This is an optimization exercise on Yosys and OpenROAD, whose aim is small area and a short achievable clock period, not a production implementation. In this exercise RTL edits were held to simulation tests only and were not proved equivalent to the original. The clock port is modelled as an ideal driver, which makes a skipped or thinned clock tree look cheaper than it is; a real chip needs a root buffer or a tree. Power is estimated from default activity; no workload was simulated.

// top
module top (
  input  logic hz100, reset,
  input  logic [20:0] pb,
  output logic [7:0] ss7, ss6, ss5, ss4, ss3, ss2, ss1, ss0,
  output logic red, green
);
Size in the first run: about 710 cells after synthesis, about 91 flip-flops, about 89 I/O pins.
Settings: LEC_CHECK=0, CAP_MARGIN=20, CORE_MARGIN=2, CORE_UTILIZATION=40, SETUP_SLACK_MARGIN=4.0, SLEW_MARGIN=20; clock period 10.0 ns.
standard.sh (not shown) runs the stock make flow with config.mk's settings and CLKGATE_MAP_FILE= SYNTH_SCRIPT=/design/flow/synth_recipe.tcl, a recipe that flattens the netlist after the stock synthesis.
==> flow/flow/run.sh <==
#!/bin/bash
# Own layout flow: the standard layout (standard.sh) with these changes:
#  * synthesis (flow/synth_top.tcl) maps each module with its own ABC script
#    (OWN_MAP): the display and the keypad/display-select logic (pick) for
#    speed, the rest for area; the adder extraction step is skipped
#    (ADDER_MAP_FILE cleared); the registers are the standard synthesis's own;
#  * SYNTH_HIERARCHICAL=1 so that each module reaches ABC on its own;
#  * buf_2 port buffers;
#  * clock tree (flow/own_cts.tcl, ORFS's PRE_CTS_TCL hook): the clock port
#    drives four clkbuf_16, each driving the registers of one quarter of the
#    core, in place of TritonCTS's tree;
#  * one tie cell per constant value (SKIP_REPAIR_TIE_FANOUT=1);
#  * repair_timing aims at 6.6 ns of setup slack.
# make's output goes to own_flow.log here; ORFS keeps each tool's log under orfs/logs.
set -euo pipefail
W=$(pwd)
export OWN_FLOW_DIR=$W/flow
export OWN_MAP="${OWN_MAP:-display:fast2.abc pick:fast5.abc top:area}"
export BUFFER_PORTS_ARGS="-buffer_cell ${OWN_PORTBUF:-sky130_fd_sc_hd__buf_2}"
export PRE_CTS_TCL=$W/flow/own_cts.tcl
export OWN_CTS_GROUPS=${OWN_CTS_GROUPS:-4}
export OWN_CTS_BUF=${OWN_CTS_BUF:-sky130_fd_sc_hd__clkbuf_16}
EXTRA="ADDER_MAP_FILE= SYNTH_HIERARCHICAL=1 SKIP_REPAIR_TIE_FANOUT=1 SETUP_SLACK_MARGIN=${OWN_MARGIN:-6.6} ${OWN_EXTRA:-}"
sed -e "s#SYNTH_SCRIPT=[^ ]*#SYNTH_SCRIPT=$W/flow/synth_top.tcl#" \
    -e "s#\"\${@:-finish}\"#$EXTRA \"\${@:-finish}\"#" standard.sh > own_standard.sh
bash own_standard.sh > own_flow.log 2>&1
==> flow/flow/synth_top.tcl <==
proc synth {args} { yosys synth -nofsm -noshare {*}$args }
proc abc {args} {
  set i [lsearch -exact $args -script]
  set j [lsearch -exact $args -D]
  if {$j >= 0} { set args [lreplace $args $j [expr {$j + 1}]] }
  foreach spec $::env(OWN_MAP) {
    lassign [split $spec :] m how
    set fa [string match *+fa $how]
    set how [string map {+fa {}} $how]
    switch -- $how {
      speed { set script $::env(SCRIPTS_DIR)/abc_speed.script }
      area { set script $::env(OWN_FLOW_DIR)/area.abc }
      default { set script $::env(OWN_FLOW_DIR)/$how }
    }
    if {$fa} {
      yosys extract_fa -fa $m
      yosys techmap -map $::env(PLATFORM_DIR)/cells_adders_hd.v $m
      yosys techmap $m
      yosys opt -fast -purge $m
    }
    set a $args
    lset a [expr {$i + 1}] $script
    yosys abc {*}$a $m
  }
}
source $::env(SCRIPTS_DIR)/synth.tcl
# left out here: clear keep_hierarchy, flatten, clean up, hide names made inside functions, write 1_2_yosys.v
Other scripts of this flow, unchanged in this note and not shown: flow/flow/area.abc, flow/flow/fast2.abc, flow/flow/fast5.abc, flow/flow/own_cts.tcl
The baseline completed without violations.
Rerun with:
--- a/flow/flow/run.sh
+++ b/flow/flow/run.sh
@@ -11,3 +11,2 @@
 #    core, in place of TritonCTS's tree;
-#  * one tie cell per constant value (SKIP_REPAIR_TIE_FANOUT=1);
 #  * repair_timing aims at 6.6 ns of setup slack.
@@ -22,3 +21,3 @@
 export OWN_CTS_BUF=${OWN_CTS_BUF:-sky130_fd_sc_hd__clkbuf_16}
-EXTRA="ADDER_MAP_FILE= SYNTH_HIERARCHICAL=1 SKIP_REPAIR_TIE_FANOUT=1 SETUP_SLACK_MARGIN=${OWN_MARGIN:-6.6} ${OWN_EXTRA:-}"
+EXTRA="ADDER_MAP_FILE= SYNTH_HIERARCHICAL=1 SETUP_SLACK_MARGIN=${OWN_MARGIN:-6.6}"
 sed -e "s#SYNTH_SCRIPT=[^ ]*#SYNTH_SCRIPT=$W/flow/synth_top.tcl#" \
==> flow/flow/fast3.abc (new file) <==
strash
dch
map
topo
buffer -c
upsize -c
dnsize -c
--- a/flow/flow/synth_top.tcl
+++ b/flow/flow/synth_top.tcl
@@ -2,2 +2,4 @@
 proc abc {args} {
+  # OWN_MAP: a list of module:script, script being "speed" (ORFS's
+  # abc_speed.script), "area" (flow/area.abc) or a file name in flow/
   set i [lsearch -exact $args -script]
@@ -7,4 +9,2 @@
     lassign [split $spec :] m how
-    set fa [string match *+fa $how]
-    set how [string map {+fa {}} $how]
     switch -- $how {
@@ -13,8 +13,2 @@
       default { set script $::env(OWN_FLOW_DIR)/$how }
-    }
-    if {$fa} {
-      yosys extract_fa -fa $m
-      yosys techmap -map $::env(PLATFORM_DIR)/cells_adders_hd.v $m
-      yosys techmap $m
-      yosys opt -fast -purge $m
     }
- global-route usage drops by 0.74 points
- total power barely changes
- via count came out lower by 3.0%
- worst hold slack gets better by 0.0044 ns
- critical path depth fell by 1
- area after synthesis is unchanged
- combinational power is about the same
- clock power stays flat
- routed wire length went down by 6.4%
In every run of this note, the design's own scripts or RTL, not TritonCTS, make the clock network.

-- re-timing with driven ports --
The flow's constraints put no driver on any port. The routed layouts listed below were extracted and timed again, unchanged, in two steps. Step 1, drivers: a clkbuf_16 drives hz100 and a buf_2 each remaining input, both assumed. Step 2, shift: input delay + t, output delay - t, t = (earliest + latest rising clock arrival at the registers) / 2. This alone moves slack from input paths to output paths. Slacks: no drivers / after step 1 / after step 2; pairs: no drivers / after step 1.
run	t, ns	setup WS [ns]	latest minus earliest clock arrival (ns)
the first run	0.239	6.624 / 6.584 / 6.451	0.006 / 0.006
the second run	0.242	6.689 / 6.601 / 6.517	0.007 / 0.007
After both steps setup and hold are still met in every run listed. For the first run, which loses most, drivers alone change the setup slack by -0.040 ns; drivers and shift together by -0.173 ns.
